Background: an optimization exercise with open tools, aiming at small area and a short achievable clock period. Do not read the settings as production practice.
At most, simulation tests tie the RTL to the original design; equivalence was not proved.
Power and IR drop assume default switching activity.

== run 1 ==
==> flow/design.v (excerpt) <==
module SIMD(clk,rst,opcode,funct3,funct7,rd_data1,rd_data2,rd_data3,w_add,immed,instrc_add,wr_add,wr_data);
Size in the first run: about 67 flip-flops, about 12000 um2 of cells after synthesis.
export LEC_CHECK = 0
export CAP_MARGIN = 20
export CORE_MARGIN = 2
export CORE_UTILIZATION = 60
export SETUP_SLACK_MARGIN = 4
export SLEW_MARGIN = 20
export SYNTH_HIERARCHICAL = 1
export SYNTH_MINIMUM_KEEP_SIZE = 0
create_clock -name core_clock -period 10.6 [get_ports {clk}]
standard.sh (not shown) runs the stock make flow with config.mk's settings and CLKGATE_MAP_FILE= SYNTH_SCRIPT=/design/flow/synth_recipe.tcl, a recipe that flattens the netlist after the stock synthesis.
==> flow/flow/run.sh <==
#!/bin/bash
# The standard layout with two changes after synthesis (which is the
# standard one, unchanged): the port buffers that placement inserts start as
# buf_1 instead of the default delay buffer, and the resizer may swap a cell
# for one of another footprint.
set -e
bash standard.sh synth > synth.log 2>&1
export BUFFER_PORTS_ARGS="-buffer_cell sky130_fd_sc_hd__buf_1"
bash standard.sh MATCH_CELL_FOOTPRINT=0 finish > layout.log 2>&1
The inputs of run 2 differ from those of run 1 as listed below.
Settings: setting CTS_BUF_LIST to sky130_fd_sc_hd__clkbuf_8 for the first time; changing SETUP_SLACK_MARGIN from 4 to 4.25.
--- outcome ---
- Run 2 ran to completion and came out clean on the timing, design-rule and antenna checks.
- Per the comparison of run 2 with run 1, area growth from synthesis to final layout went up 4.6 points, leakage power up 0.00020 uW, global-route wire length before repair now sits higher.
- Combinational group share of total power up 2.3 points in run 2 wrt run 1
- From run 1 to run 2 the numbers moved as follows: finished layout cell area +570 um2, required time of the critical path comparable.
What run 3 does differently from run 2 at the input level:
Settings: a change of SETUP_SLACK_MARGIN from 4.25 to 3.8.
[summary]
- In the metrics for run 3 and run 2, the one carrying the lower shortest clock period the worst path allows after layout is run 2.
- Compared run 3 against run 2; global-route wire length before repair within noise.
- Measured against each other, run 3 and run 2 differ in global-route met2 utilization, the lower figure coming from run 3.
- Relative to run 2, the setup slack of the critical path after layout of run 3 is lower by 0.40 ns.
- Between run 3 and run 2, non-clock buffer area fraction after layout is higher for run 2, run 3 comes in under that.
Input-level comparison between run 4 and run 3:
Settings: CTS_BUF_LIST now sky130_fd_sc_hd__clkbuf_8 sky130_fd_sc_hd__clkbuf_16, was sky130_fd_sc_hd__clkbuf_8; SETUP_SLACK_MARGIN now 4, was 3.8.
Run 4 completed every stage of the flow, and the final layout passed the timing, design-rule and antenna checks. Against run 3, run 4 reports a data-path buffer share of cell area in the final layout that is higher. Post-layout instance count excluding filler cells: run 4 > run 3. Run 4 ended up with met5 as its uppermost signal routing layer after detailed routing; run 3 ended up with met4. Total power divided by cell area (run 4 vs. run 3) increases by a few percent.

Another version of the RTL of SIMD (not shown whole).
For scale: ~1,400 cells after synthesis, about 82 flip-flops, about 110 I/O pins, about 13,000 µm² of cells after synthesis.
Design SIMD, start of the top module:
module SIMD(clk,rst,opcode,funct3,funct7,rd_data1,rd_data2,rd_data3,w_add,immed,instrc_add,wr_add,wr_data);
export LEC_CHECK = 0
export CAP_MARGIN = 20
export CORE_MARGIN = 2
export CORE_UTILIZATION = 40
export SETUP_SLACK_MARGIN = 5
export SLEW_MARGIN = 20
export SYNTH_HIERARCHICAL = 1
export SYNTH_MINIMUM_KEEP_SIZE = 0
create_clock -name core_clock -period 10.6 [get_ports {clk}]
run.sh (not shown) runs the stock make flow with config.mk's settings and CLKGATE_MAP_FILE= SYNTH_SCRIPT=/design/flow/synth_recipe.tcl, a recipe that flattens the netlist after the stock synthesis.
Stock flow here: none of the scripts above is used.
The baseline finished clean.
Rerun with:
SETUP_SLACK_MARGIN = 4   (was 5)
What happened: Cell area drops by 5.5%; global-route usage drops by 1.5 points; cell count drops by 1.8%; wire length drops by 5.2%; clock power climbs by 11%; worst hold slack gets better by 0.0046 ns; setup slack gets worse by 0.068 ns; total power drops by 5.4%; synthesized cell count is unchanged.
Rerun with:
CORE_UTILIZATION = 60   (was 40)
After rerunning:
- The changed run completed without violations
- total power came out lower by 1.9%
- utilization came out higher by 23 points
- worst setup slack is better by 0.050 ns
- sequential cell count stays the same
- combinational power barely changes
Rerun with:
CAP_MARGIN = 0   (was 20)
CORE_UTILIZATION = 40   (was 60)
SLEW_MARGIN = 0   (was 20)
Outcome:
- The new run ran to the end with no violations
- total power rose by about 2%
- final area grows by 4.2%
- clock power came out higher by about 2%
- via count shrinks by about 0.43%
- global-route usage fell by 11 points

SIMD, a different RTL version from the one above (not shown whole).
For scale: ~1,300 cells after synthesis, about 80 flip-flops, roughly 110 I/O pins, roughly 0.013 sq mm of cells after synthesis.
==> flow/config.mk <==
export PLATFORM = sky130hd
export DESIGN_NAME = SIMD
export DESIGN_NICKNAME = SIMD
export VERILOG_FILES = /design/flow/design.v
export SDC_FILE = /design/flow/constraint.sdc
export NUM_CORES = 4
export LEC_CHECK = 0
export CAP_MARGIN = 20
export CORE_MARGIN = 2
export CORE_UTILIZATION = 60
export SETUP_SLACK_MARGIN = 5
export SLEW_MARGIN = 20
export SYNTH_HIERARCHICAL = 1
export SYNTH_MINIMUM_KEEP_SIZE = 0
==> flow/constraint.sdc <==
create_clock -name core_clock -period 10.6 [get_ports {clk}]
set_input_delay 2.1200 -clock core_clock [delete_from_list [all_inputs] [get_ports {clk}]]
set_output_delay 2.1200 -clock core_clock [all_outputs]
set_load 0.01 [all_outputs]
standard.sh (not shown) runs the stock make flow with config.mk's settings and CLKGATE_MAP_FILE= SYNTH_SCRIPT=/design/flow/synth_recipe.tcl, a recipe that flattens the netlist after the stock synthesis.
==> flow/flow/run.sh <==
#!/bin/bash
# The standard layout, with one change: the port buffers that placement
# inserts start as buf_1 instead of the default delay buffer (the resizer
# still sizes them as timing needs). Synthesis is the standard one, unchanged.
set -e
bash standard.sh synth > synth.log 2>&1
export BUFFER_PORTS_ARGS="-buffer_cell sky130_fd_sc_hd__buf_1"
bash standard.sh > layout.log 2>&1
Change:
==> flow/flow/run.sh (replaced) <==
#!/bin/bash
# The standard layout with two changes after synthesis (which is the
# standard one, unchanged): the port buffers that placement inserts start as
# buf_1 instead of the default delay buffer, and the resizer may swap a cell
# for one of another footprint.
set -e
bash standard.sh synth > synth.log 2>&1
export BUFFER_PORTS_ARGS="-buffer_cell sky130_fd_sc_hd__buf_1"
bash standard.sh MATCH_CELL_FOOTPRINT=0 finish > layout.log 2>&1
Settings changed: SETUP_SLACK_MARGIN 5 to 4.
Fmax came out lower by 5.2%. Global-route usage went down by 2.2 points. Via count falls by 6.4%. Routed wire length shrinks by 6.4%. Total power came out lower by 14%. Die area does not change. Area after synthesis does not change. Critical path depth falls by 1. Cell count fell by 4.5%.
Change:
==> flow/run.sh (new file) <==
#!/bin/bash
# synth_recipe.tcl (not shown) runs the flow's synth.tcl, then flattens the netlist and writes it again
# the make line also repeats each setting of config.mk as NAME=value (left out here)
make -C /OpenROAD-flow-scripts/flow DESIGN_CONFIG=/design/flow/config.mk WORK_HOME=/design/flow/orfs CLKGATE_MAP_FILE= SYNTH_SCRIPT=/design/flow/synth_recipe.tcl finish
removed: flow/flow/run.sh
removed: flow/standard.sh
Total power went up by a few percent; wire length goes up by a few percent; via count goes up slightly; worst setup slack is about the same; die area does not change.
Function was not checked in any run of this note: the RTL went through the layout flow alone.

==> separate check: timing with driven ports <==
Ports are ideal in the flow. The routed layouts listed here were re-timed in OpenROAD.
Step 1 assumes that a clkbuf_16 drives the clock port and a buf_2 every other input.
Step 2 times the ports against the registers' clock, not the clock port: input delays grow and output delays shrink by t, the midpoint of the rising clock arrivals with the driver on.
Slacks: ideal ports / drivers / drivers and shift; pairs: ideal ports / drivers.
run | t, ns | slack for setup (ns) | slew at the worst register clock pin (ns)
run 1 | 0.391 | 4.085 / 4.118 / 3.727 | 0.07 / 0.07
run 2 | 0.405 | 4.291 / 4.320 / 3.915 | 0.09 / 0.09
run 3 | 0.405 | 3.893 / 3.919 / 3.514 | 0.09 / 0.09
run 4 | 0.391 | 4.085 / 4.118 / 3.727 | 0.07 / 0.07
the first run of note 2 | 0.372 | 3.863 / 3.840 / 3.468 | 0.07 / 0.07
the second run of note 2 | 0.379 | 3.795 / 3.787 / 3.408 | 0.07 / 0.07
the third run of note 2 | 0.381 | 3.845 / 3.837 / 3.457 | 0.07 / 0.07
the fourth run of note 2 | 0.379 | 3.795 / 3.787 / 3.408 | 0.07 / 0.07
the first run of note 3 | 0.391 | 4.397 / 4.354 / 3.963 | 0.07 / 0.07
the second run of note 3 | 0.397 | 4.055 / 4.073 / 3.676 | 0.09 / 0.09
the third run of note 3 | 0.394 | 4.053 / 4.064 / 3.670 | 0.08 / 0.08
After both steps every run listed still meets setup and hold. The setup slack of the first run of note 3, which loses most, moves by -0.043 ns with the drivers and by -0.434 ns with both steps.
